Source: an optimization exercise on an open RTL-to-GDS flow (aim: small area and a short achievable clock period). Production flows keep margins and buffers that such runs may drop.
In this exercise RTL edits were held to simulation tests only and were not proved equivalent to the original.
Power and IR drop assume default switching activity.

$ cat run.sh
#!/bin/bash
# synth_recipe.tcl (not shown) runs the flow's synth.tcl, then flattens the netlist and writes it again
# the make line also repeats each setting of config.mk as NAME=value (left out here)
make -C /OpenROAD-flow-scripts/flow DESIGN_CONFIG=/design/flow/config.mk WORK_HOME=/design/flow/orfs CLKGATE_MAP_FILE= SYNTH_SCRIPT=/design/flow/synth_recipe.tcl finish
$ cat config.mk
export PLATFORM = sky130hd
export DESIGN_NAME = int_fu
export DESIGN_NICKNAME = int_fu
export VERILOG_FILES = /design/flow/design.v
export SDC_FILE = /design/flow/constraint.sdc
export NUM_CORES = 4
export LEC_CHECK = 0
export CAP_MARGIN = 20
export CORE_MARGIN = 2
export CORE_UTILIZATION = 40
export SLEW_MARGIN = 20
$ cat constraint.sdc
create_clock -name core_clock -period 85.0 [get_ports {clk}]
set_input_delay 17.0000 -clock core_clock [delete_from_list [all_inputs] [get_ports {clk}]]
set_output_delay 17.0000 -clock core_clock [all_outputs]
set_load 0.01 [all_outputs]
$ cat design.v
package general_defines;
    parameter INT_DATA_W = 32;
    parameter POSIT_DATA_W = 8;
    parameter ROB_LENGTH = 16;
    parameter IQ_LENGTH = 8;
    parameter BYPASS_LENGTH = 3;
    parameter PHYS_REG_LENGTH = 64;
    parameter ARCH_REG_LENGTH = 32;
    parameter INSTR_MEM_LENGTH = 256;
    parameter DATA_MEM_LENGTH = 256;
    parameter FETCH_BUFFER_LENGTH = 8;
    parameter PHT_LENGTH = 256; 
    parameter BTB_LENGTH = 64;
    localparam ROB_IDX_W = (ROB_LENGTH > 1) ? $clog2(ROB_LENGTH) : 1;
    localparam IQ_IDX_W = (IQ_LENGTH > 1) ? $clog2(IQ_LENGTH) : 1;
    localparam BYPASS_IDX_W = (BYPASS_LENGTH > 1) ? $clog2(BYPASS_LENGTH) : 1;
    localparam PHYS_REG_IDX_W = (PHYS_REG_LENGTH > 1) ? $clog2(PHYS_REG_LENGTH) : 1;
    localparam ARCH_REG_IDX_W = (ARCH_REG_LENGTH > 1) ? $clog2(ARCH_REG_LENGTH) : 1;
    localparam INSTR_MEM_IDX_W = (INSTR_MEM_LENGTH > 1) ? $clog2(INSTR_MEM_LENGTH) : 1;
    localparam DATA_MEM_IDX_W = (DATA_MEM_LENGTH > 1) ? $clog2(DATA_MEM_LENGTH) : 1;
    localparam FETCH_BUFFER_IDX_W = (FETCH_BUFFER_LENGTH > 1) ? $clog2(FETCH_BUFFER_LENGTH) : 1;
    localparam PHT_IDX_W = (PHT_LENGTH> 1) ? $clog2(PHT_LENGTH) : 1;
    localparam BTB_IDX_W = (BTB_LENGTH > 1) ? $clog2(BTB_LENGTH) : 1;
    typedef struct packed{
        logic valid;
        logic [INSTR_MEM_IDX_W-1:0] pc;
        logic [ARCH_REG_IDX_W-1:0] logical_rd;
        logic [PHYS_REG_IDX_W-1:0] phys_rd;
        logic [PHYS_REG_IDX_W-1:0] old_phys_rd;   
        logic [INT_DATA_W-1:0] result;
        logic done;
        logic is_store;
        logic is_load;
        logic [6:0] opcode;
        logic [2:0] funct3;
        logic [6:0] funct7;
        logic is_branch;
        logic pred_taken;
        logic [INSTR_MEM_IDX_W-1:0] pred_target;
        logic branch_taken;                      
        logic [INSTR_MEM_IDX_W-1:0] branch_target;   
    } rob_entry_t;
    typedef struct packed {
        logic [6:0] opcode;
        logic [INSTR_MEM_IDX_W-1:0] pc;
        logic [PHYS_REG_IDX_W-1:0] phys_rd;
        logic [PHYS_REG_IDX_W-1:0] phys_rs1;
        logic [PHYS_REG_IDX_W-1:0] phys_rs2;
        logic [INT_DATA_W-1:0] imm;
        logic [2:0] fu_type;  
        logic rs1_ready;
        logic rs2_ready;
        logic [INT_DATA_W-1:0] rs1_value;  
        logic [INT_DATA_W-1:0] rs2_value;
        logic valid;
        logic [2:0] funct3;
        logic [6:0] funct7;
        logic [ROB_IDX_W-1:0] rob_idx;
    } iq_entry_t;
    typedef struct packed {
        logic valid;
        logic [PHYS_REG_IDX_W-1:0] phys_rd;
        logic [INT_DATA_W-1:0] result;
    } bypass_entry_t;
endpackage
/*verilator lint_off MULTITOP*/
import general_defines::*;
module adder(
    input clk,
    input rst,
    input logic [INT_DATA_W-1:0] a,
    input logic [INT_DATA_W-1:0] b,
    input logic valid_i,
    output logic [INT_DATA_W-1:0] result,
    output logic valid_o
);
always_ff @(posedge clk) begin
    if(rst) begin
        result <= 'b0;
        valid_o <= 1'b0;
    end
    else begin
        valid_o <= valid_i;
        if(valid_i) begin
            result <= a+b;
        end
    end
end
endmodule
module subtractor(
    input clk,
    input rst,
    input logic [INT_DATA_W-1:0] a,
    input logic [INT_DATA_W-1:0] b,
    input logic valid_i,
    output logic [INT_DATA_W-1:0] result,
    output logic valid_o
);
always_ff @(posedge clk) begin
    if(rst) begin
        result <= 'b0;
        valid_o <= 1'b0;
    end
    else begin
        valid_o <= valid_i;
        if(valid_i) begin
            result <= a-b;
        end
    end
end
endmodule
module multiplier(
    input clk,
    input rst,
    input logic [INT_DATA_W-1:0] a,
    input logic [INT_DATA_W-1:0] b,
    input logic valid_i,
    output logic [INT_DATA_W-1:0] result,
    output logic busy
);
logic [1:0] count_mul;
logic [INT_DATA_W-1:0] a_store,b_store ;  
always_ff @(posedge clk) begin
    if(rst) begin
        result <= 'b0;
        count_mul <= 'b0;
        busy <= 'b0;
    end
    else if (valid_i && !busy ) begin
        a_store <= a;  
        b_store <= b;
        busy <= 1'b1;
        count_mul <= 'b0;
    end
    else if(busy) begin
        if(count_mul == 2'b11) begin
            result <= a_store*b_store;
            busy <= 'b0;
            count_mul <= 'b0;
        end
        else begin
            count_mul <= count_mul+1;
        end
    end
end
endmodule
module divider(
    input clk,
    input rst,
    input logic [INT_DATA_W-1:0] a,
    input logic [INT_DATA_W-1:0] b,
    input logic valid_i,
    output logic [INT_DATA_W-1:0] result,
    output logic busy
);
logic [2:0] count_div;
logic [INT_DATA_W-1:0] a_store,b_store ;  
always_ff @(posedge clk) begin
    if(rst) begin
        result <= 'b0;
        count_div <= 'b0;
        busy <= 'b0;
    end
    else if (valid_i && !busy ) begin
        a_store <= a;  
        b_store <= b;
        busy <= 1'b1;
        count_div <= 'b0;
    end
    else if(busy) begin
        if(count_div == 3'b111) begin
            if(b_store == '0) begin
                result <= 'b0;  
                busy <= 'b0;
                count_div <= 'b0;
            end
            else begin
                result <= a_store/b_store;
                busy <= 'b0;
                count_div <= 'b0;
            end
        end
        else begin
            count_div <= count_div+1;
        end
    end
end
endmodule
/*verilator lint_on MULTITOP*/
import general_defines::*;
module int_fu (
    input  logic                  clk,
    input  logic                  rst,
    input  logic [INT_DATA_W-1:0] add_a,
    input  logic [INT_DATA_W-1:0] add_b,
    input  logic                  add_valid_i,
    output logic [INT_DATA_W-1:0] add_result,
    output logic                  add_valid_o,
    input  logic [INT_DATA_W-1:0] sub_a,
    input  logic [INT_DATA_W-1:0] sub_b,
    input  logic                  sub_valid_i,
    output logic [INT_DATA_W-1:0] sub_result,
    output logic                  sub_valid_o,
    input  logic [INT_DATA_W-1:0] mul_a,
    input  logic [INT_DATA_W-1:0] mul_b,
    input  logic                  mul_valid_i,
    output logic [INT_DATA_W-1:0] mul_result,
    output logic                  mul_busy,
    input  logic [INT_DATA_W-1:0] div_a,
    input  logic [INT_DATA_W-1:0] div_b,
    input  logic                  div_valid_i,
    output logic [INT_DATA_W-1:0] div_result,
    output logic                  div_busy
);
    adder int_adder (
        .clk(clk), .rst(rst), .a(add_a), .b(add_b), .valid_i(add_valid_i),
        .result(add_result), .valid_o(add_valid_o)
    );
    subtractor int_subtractor (
        .clk(clk), .rst(rst), .a(sub_a), .b(sub_b), .valid_i(sub_valid_i),
        .result(sub_result), .valid_o(sub_valid_o)
    );
    multiplier int_multiplier (
        .clk(clk), .rst(rst), .a(mul_a), .b(mul_b), .valid_i(mul_valid_i),
        .result(mul_result), .busy(mul_busy)
    );
    divider int_divider (
        .clk(clk), .rst(rst), .a(div_a), .b(div_b), .valid_i(div_valid_i),
        .result(div_result), .busy(div_busy)
    );
endmodule
==> notes.md, run 1 <==
- Pins Over Slew Limit: 0
- Total negative setup slack: 0 ns
- Worst Min Path Start: int_multiplier.result[0]
- Total grt overflow: 0
- Worst skew pair latency: between 0.6 and 0.7 ns
- Synthesized cell area: ~0.056 mm2
- Clk_skew: 0.0448 ns
- PwrDens: 24.7 mW/mm2
- Critical Path Fanout Max: 40
- Cells after synthesis: ~7,100
- Sequential cell area: 0.00659 mm2
- Placer congestion estimate: just over 1
- Crit Path Class: reg2reg
- Final setup viols: 0
- Crit share post-route: 0.942
- Clk root buf: clkbuf_16
- Syn nets: 8,463
- CTS Hold Bufs: 0
- Commonest non-fill, non-tap cell in the layout: nand2_1
- Reg2reg end: int_divider.result[0]
- Die area: 0.142 mm2
- Most frequent cells in the layout: nand2_1, ha_1, inv_1
- Yosys top cell area share: 0.161
- Worst path required time: between 80 and 90 ns
- DPL Wire Length: 165,000 um
- CTS H-tree lvls: 2
- R2r startpoint: int_divider.b_store[10]
- Post-detailed-routing wire length: between 200,000 and 250,000 um
- CTS sink count: ~270
- Combinational share of power: 0.793
- Area Growth Syn to Fin: 13.1%
- Hold path depth: 2
- Critical path's slowest cell: or4b_2
- Flops & latches, synth: 265
- Status: finished clean
- Worst reg-to-reg path cell count: about 290
- Sequential power share: 0.095
- Async set-reset flop share out of synthesis: 0
- CTS buffer count: 39
- Crit end category: register
- # diodes: 0
- Io pins: ~390
- Layout cells sized above 1: 0.0520
- DR iter-0 viols: between 4,000 and 5,000
- Post-synth EDFFs: roughly 130
- Clock Power Share: 0.112
- Post-Route Hold Slack: around 0.45 ns
- Switching Power: ~800 uW
- TritonCTS clock tree: yes
- Routed len/inst: roughly 23 um
- Largest net degree at the start of global routing: 60
- Gr usage total: 0.286
- Slew @ Worst Pin: ~1.1 ns
- Top cells by area, synth: ha_1, fa_1, edfxtp_1
- Internal reg-to-reg setup slack: a little under 5 ns
- Count of cell types in the netlist: ~100
- Antenna violations before repair: 4
- Max_cap viols: 0
- Die W: roughly 380 um
- CP peak stage delay: ~0.73 ns
- Tightest Hold Check Type: reg2reg
- Initial Util: 0.404
- Peak VDD IR: between 0.09 and 0.1 mV
- # fillers: 13,800
- Sequential element share of the synthesized area: 0.118
- Nets: just under 9,000
- Clock transition at the registers of the reported paths: ~0.060 ns
- CP most frequent cell: ha_1
- First-pass GRT wire length: 316,000 um
- IO Port Bufs: ~390
- Vias: ~53,000
- Max Clock Freq: 0.0125 GHz
- Post-route ant nets: 0
- Core box area: around 0.14 mm2
- Avg Inst Size Synth: 7.86 um2
- YS warnings: 4
- Avg Vias per Cell: between 5 and 6
- Slew headroom: 0.252
- # rows: roughly 140
- Pre-antenna DRT Iters: 8
- Final setup margin: around 5.0 ns
- Cell taking the most area after synthesis: ha_1
- Worst setup SP type: register
- Endpoint of the worst hold path: int_multiplier.result[0]
- Leak: between 20 and 30 nW
- Unrepaired setup endpoints after global routing: no
- Top_reg_cell synth: dfxtp_1
- Die Ht: approximately 380 um
- Tmin final: around 80 ns
- Final Cell Area: approximately 0.063 mm2
- Multi-input gate area: roughly 0.045 mm2
- Clock Path Buffers: 3
- Worst Path Arrival: between 80 and 90 ns
- Final hold vios: 0
- Sw Share: 0.511
- DP Worst Slack: roughly 2.5 ns
- Vias in the first global route: roughly 53,000
- Remaining DRCs: 0
- Placed cell areas: just over 0.06 mm2
- Int Pwr: roughly 760 uW
==> Yosys cell counts (all sizes together), types with 49 or more instances <==
library cell	n
edfxtp	128
nand4	49
nand2b	63
xor2	147
dfxtp	137
or2	52
a21oi	469
a21o	186
nand3	97
ha	717
inv	715
nor3	164
o31ai	56
a31oi	81
o211ai	54
mux2	70
nor2b	78
nor2	588
or3	73
and2	143
xnor2	298
fa	410
clkbuf	224
a211oi	64
o21bai	53
o21a	139
o21ai	274
nand2	916
mux2i	82
==> timing repair <==
| action | CTS | global route |
|---|---|---|
| gates resized for setup | 0 | 29 |
| setup buffers | 0 | 0 |
| endpoints found under the setup margin | 0 | 2 |
==> through the flow <==
step / power (mW) / std cells / util
detailed placement: 1.39 / 9093 / 0.446
global route: 1.71 / 9164 / 0.456
CTS: 1.58 / 9164 / 0.456
finish: 1.56 / 9164 / 0.456
floorplan: 1.03 / 7074 / -
global placement: 1.38 / 9093 / 0.446
==> power groups by stage <==
stage,sequential (mW),clock (mW),combinational (mW)
6_report,0.148,0.174,1.23
5_1_grt,0.148,0.184,1.38
4_1_cts,0.148,0.181,1.25
3_5_place_dp,0.150,0,1.24
3_3_place_gp,0.150,0,1.23
2_1_floorplan,0.149,0,0.879
==> cell families after synthesis <==
family          synth area share
fa+ha+maj                  0.309
simple gates               0.198
buf+inv                   0.0691
mux                       0.0289
flops                      0.118
xor+xnor                  0.0701
compound gates             0.206
==> worst max path at each step <==
stage                                  startpoint                    end  slack [ns]  cells after the start
after floorplan            int_divider.b_store[0]  int_divider.result[0]       16.60                    320
after global placement    int_divider.b_store[10]  int_divider.result[0]        3.65                    295
after detailed placement  int_divider.b_store[10]  int_divider.result[0]        2.50                    293
after CTS                 int_divider.b_store[27]  int_divider.result[0]        2.24                    293
after global routing      int_divider.b_store[10]  int_divider.result[0]        0.03                    296
final                     int_divider.b_store[10]  int_divider.result[0]        4.97                    293
==> sequential cells by signal (all words and copies together), names as in the netlist, 2 cells and up <==
register                  count
int_adder.result             32
int_divider.a_store          32
int_divider.b_store          32
int_divider.result           32
int_multiplier.a_store       32
int_multiplier.b_store       32
int_multiplier.result        32
int_subtractor.result        32
int_divider.count_div         3
int_multiplier.count_mul      2
==> critical path: cells and delay by family, from the launching register on <==
family	cells	cell delay, ns
buffers and inverters	15	3.19
and+or+nand+nor	91	22.03
DFF	1	0.56
muxes	8	2.62
adders and majority gates	31	10.09
AOI/OAI and AO/OA	148	41.14
==> layout make-up <==
cell class              instances  share of cell area
well taps                    1794              0.0357
clock buffers                  51              0.0167
multi-input cells            5826               0.722
flip-flops and latches        265               0.105
repair buffers                493              0.0743
inverters                     715              0.0427
clock inverters                20             0.00424
==> layer usage <==
layer  vias up  part of all wire  track usage  wire length, um
li1      25100                 -            -                -
met1     25800              0.44        0.382            90600
met2      2050              0.44        0.458            92100
met3       394             0.073       0.0467            15200
met4         2             0.046        0.118             9610
met5         -          0.000063            0               13
==> run 2, diff against run 1 <==
--- a/design.v
+++ b/design.v
@@ -120,25 +120,26 @@
 );
-logic [1:0] count_mul;
-logic [INT_DATA_W-1:0] a_store,b_store ;  
-always_ff @(posedge clk) begin
-    if(rst) begin
-        result <= 'b0;
-        count_mul <= 'b0;
+logic [1:0]  count_mul;
+logic [31:0] a_store;
+logic [23:0] hi;
+logic [31:0] t;
+assign t = {8'b0, hi} + a_store * result[7:0];
+always_ff @(posedge clk) begin
+    if (!busy) a_store <= a;
+    hi <= busy ? t[31:8] : 24'b0;
+    count_mul <= busy ? count_mul + 2'd1 : 2'd0;
+end
+always_ff @(posedge clk) begin
+    if(rst) begin
+        result <= 'b0;
         busy <= 'b0;
     end
-    else if (valid_i && !busy ) begin
-        a_store <= a;  
-        b_store <= b;
-        busy <= 1'b1;
-        count_mul <= 'b0;
-    end
-    else if(busy) begin
-        if(count_mul == 2'b11) begin
-            result <= a_store*b_store;
-            busy <= 'b0;
-            count_mul <= 'b0;
-        end
-        else begin
-            count_mul <= count_mul+1;
-        end
+    else if (!busy) begin
+        if (valid_i) begin
+            result <= b;
+            busy <= 1'b1;
+        end
+    end
+    else begin
+        result <= {t[7:0], result[31:8]};
+        if (count_mul == 2'b11) busy <= 1'b0;
     end
@@ -155,32 +156,42 @@
 );
-logic [2:0] count_div;
-logic [INT_DATA_W-1:0] a_store,b_store ;  
-always_ff @(posedge clk) begin
-    if(rst) begin
-        result <= 'b0;
-        count_div <= 'b0;
+logic [2:0]  count_div;
+logic [31:0] d;
+logic [31:0] rem;
+logic        dnz;
+logic [31:0] r [0:4];
+logic [31:0] q [0:4];
+assign dnz = |d;
+always_comb begin
+    r[0] = rem;
+    q[0] = result;
+    for (int j = 0; j < 4; j++) begin
+        logic [32:0] s;
+        logic [33:0] diff;
+        logic ge;
+        s = {r[j], q[j][31]};
+        diff = {1'b0, s} - {2'b0, d};
+        ge = !diff[33] && dnz;
+        r[j+1] = ge ? diff[31:0] : s[31:0];
+        q[j+1] = {q[j][30:0], ge};
+    end
+end
+always_ff @(posedge clk) begin
+    if (!busy) d <= b;
+    rem <= busy ? r[4] : 32'b0;
+    count_div <= busy ? count_div + 3'd1 : 3'd0;
+end
+always_ff @(posedge clk) begin
+    if(rst) begin
+        result <= 'b0;
         busy <= 'b0;
     end
-    else if (valid_i && !busy ) begin
-        a_store <= a;  
-        b_store <= b;
-        busy <= 1'b1;
-        count_div <= 'b0;
-    end
-    else if(busy) begin
-        if(count_div == 3'b111) begin
-            if(b_store == '0) begin
-                result <= 'b0;  
-                busy <= 'b0;
-                count_div <= 'b0;
-            end
-            else begin
-                result <= a_store/b_store;
-                busy <= 'b0;
-                count_div <= 'b0;
-            end
-        end
-        else begin
-            count_div <= count_div+1;
-        end
+    else if (!busy) begin
+        if (valid_i) begin
+            result <= a;
+            busy <= 1'b1;
+        end
+    end
+    else begin
+        result <= q[4];
+        if (count_div == 3'b111) busy <= 1'b0;
     end
==> run 2 against run 1 <==
Compared with the run above: clock power hardly changed; final cell count is 52% lower; worst setup slack better by 60 ns; wire length is 58% lower; synthesized area is 52% lower; die area is 51% lower; total power is 6.1% lower; maximum frequency grew to 4.0 times the previous value; sequential cell count is 8 lower; register-to-register slack better by 64 ns; sequential share of layout area is 7.1 points higher; combinational power is 8% lower; largest cell class unchanged; highest routed layer unchanged.
==> notes.md, run 2 <==
- Status: finished clean
- Flops & latches, synth: 257
- Reg2reg end: int_divider.rem[0]
- Routed len/inst: 20.0 um
- Worst skew pair latency: between 0.5 and 0.6 ns
- Core box area: about 0.066 mm2
- Remaining DRCs: 0
- Clock Path Buffers: 3
- Largest net degree at the start of global routing: 88
- Crit path capture: int_subtractor.result[31]
- Vias: 23,400
- Nets: between 4,000 and 5,000
- Critical Path Fanout Max: 5
- Pins Over Slew Limit: 0
- Vias in the first global route: 23,800
- YS warnings: 6
- Total negative setup slack: 0 ns
- CTS sink count: 257
- Critical path's slowest cell: clkdlybuf4s50_1
- Avg Inst Size Synth: 8.59 um2
- Top cells by area, synth: dfxtp_1, fa_1, ha_1
- Crit share post-route: 0.236
- Final non-filler cell total: ~4,400
- DR iter-0 viols: roughly 1,200
- Most frequent cells in the layout: clkdlybuf4s50_1, inv_1, nor2_1
- Post-detailed-routing wire length: roughly 90,000 um
- Antenna violations before repair: 15
- Post-synth EDFFs: 64
- Slew headroom: 0.248
- PwrDens: 44.3 mW/mm2
- Peak VDD IR: approximately 0.047 mV
- R2r startpoint: int_divider.d[1]
- Final hold vios: 0
- Die Ht: approximately 260 um
- Clk_skew: 0.0327 ns
- Post_cts resized: 0
- Cell taking the most area after synthesis: dfxtp_1
- Area Growth Syn to Fin: 22.8%
- Worst path required time: ~85 ns
- Yosys top cell area share: 0.144
- Unrepaired setup endpoints after global routing: no
- Io pins: ~390
- Tmin final: 20.09 ns
- TritonCTS clock tree: yes
- Final setup margin: 64.91 ns
- Clock transition at the registers of the reported paths: roughly 0.050 ns
- CP startpoint: sub_b[6]
- Top_reg_cell synth: dfxtp_1
- Cells after synthesis: around 3,100
- Post-Route Hold Slack: roughly 0.43 ns
- Syn nets: between 3,000 and 4,000
- Max Clock Freq: between 0.04 and 0.05 GHz
- Worst Path Arrival: between 20 and 25 ns
- Initial Util: 0.406
- Post-CTS Setup Bufs: 0
- First-pass GRT wire length: about 140,000 um
- CTS Hold Bufs: 0
- Total grt overflow: 0
- Critical Path, Cell by Cell: clkdlybuf4s50_1, inv_1, ha_1, or3_1, o32a_1, a211o_1, a21oi_1, o31ai_1, a41oi_1, a21oi_1, a41oi_1, a21oi_1, o311ai_0
- Max_cap viols: 0
- Tightest Hold Check Type: reg2reg
- IO Port Bufs: between 300 and 400
- CP most frequent cell: a21oi_1
- Avg Vias per Cell: 5.35
- Worst reg-to-reg path cell count: between 40 and 50
- DPL Wire Length: roughly 70,000 um
- Leak: roughly 15 nW
- Placed instance count: about 4,300
- CTS H-tree lvls: 2
- Crit Path Class: in2reg
- Post-synth top cells: inv_1, nor2_1, a21oi_1
- CTS buffer count: 38
- Synthesized cell area: between 0.02 and 0.03 mm2
- Internal reg-to-reg setup slack: ~69 ns
- Top-count cell post-synth: inv_1
- DP Worst Slack: around 64 ns
- Layout cells sized above 1: 0.0628
- Count of cell types in the netlist: 96
- Die W: 263 um
- # rows: 94
- Commonest non-fill, non-tap cell in the layout: clkdlybuf4s50_1
- Sequential element share of the synthesized area: 0.216
- Final setup viols: 0
- Clk root buf: clkbuf_16
- Gr usage total: 0.252
- Crit end category: register
- Async set-reset flop share out of synthesis: 0
- Die area: approximately 0.07 mm2
- CP peak stage delay: a little over 0.5 ns
- Worst setup SP type: input pin
- Slew @ Worst Pin: 1.11 ns
- Post-route ant nets: 0
- Placer congestion estimate: 0.968
- Pre-antenna DRT Iters: 5
==> run 2: worst min path at each step <==
stage	start	end	slack [ns]	cells past startpoint
finish	int_divider.count_div[0]	int_divider.count_div[0]	0.43	1
CTS	int_divider.count_div[0]	int_divider.count_div[0]	0.42	1
global placement	int_divider.count_div[0]	int_divider.count_div[0]	0.40	1
detailed placement	int_divider.count_div[0]	int_divider.count_div[0]	0.41	1
global route	int_multiplier.count_mul[0]	int_multiplier.count_mul[0]	0.46	1
floorplan	int_divider.count_div[0]	int_divider.count_div[0]	0.39	1
==> run 2: report_power, final <==
part	switching (mW)	internal, mW
Clock	0.0673	0.107
Sequential	0.0147	0.146
Combinational	0.649	0.477
==> run 2: final cells by class <==
cell class / instances / area, um2
clock buffers: 50 / 1090
fillers: 6415 / 33100
clock inverters: 19 / 287
repair buffers: 415 / 4080
diodes: 4 / 10.0
flip-flops and latches: 257 / 5790
inverters: 342 / 1280
well taps: 864 / 1080
multi-input cells: 2421 / 19300
==> run 2: through the flow <==
stage | cell area (um2) | utilization | total power [mW]
6_report | 33000 | 0.499 | 1.46
5_1_grt | 33000 | 0.499 | 1.59
4_1_cts | 32900 | 0.498 | 1.46
3_5_place_dp | 31600 | 0.478 | 1.27
3_3_place_gp | 31600 | 0.478 | 1.27
2_1_floorplan | 26800 | - | 1.03
==> run 2: cell families after synthesis <==
logic type	count (synthesis)	share of synthesized area
mux	173	0.0676
xor+xnor	184	0.0601
flops	257	0.216
fa+ha+maj	426	0.250
buf+inv	444	0.0643
compound gates	737	0.184
simple gates	901	0.158
==> run 2: metal layers <==
metal,routed length [um],global-route usage
met1,37600,0.317
met2,41400,0.425
met3,5910,0.0604
met4,2540,0.0764
met5,129,0
==> run 2: worst max-delay path: cells and delay by family <==
family | cells | cell delay (ns)
fa+ha+maj | 1 | 0.22
buf+inv | 2 | 0.57
compound gates | 9 | 2.34
simple gates | 1 | 0.41

[re-timing with driven ports]
In the flow no input, the clock included, has a driving cell. The finished layouts below were timed again as built, in two steps. Step 1, drivers: a clkbuf_16 drives clk and a buf_2 each remaining input, both assumed. Step 2 also shifts input and output timing later by t, the mid clock arrival at the registers, as if the neighbouring blocks saw the same clock. Three values: ideal, step 1, step 2; two values: the first two.
| run | t, ns | setup slack, ns | hold slack, ns | worst setup path at the end | worst register clock-pin slew, ns |
|---|---|---|---|---|---|
| run 1 | 0.691 | 4.966 / 4.966 / 4.966 | 0.452 / 0.452 / 0.452 | register to register | 0.06 / 0.06 |
| run 2 | 0.633 | 64.913 / 64.935 / 64.302 | 0.433 / 0.433 / 0.433 | input to register | 0.06 / 0.06 |
After both steps setup and hold are still met in every run listed. The setup slack of run 2, which loses most, moves by +0.022 ns with the drivers and by -0.611 ns with both steps.
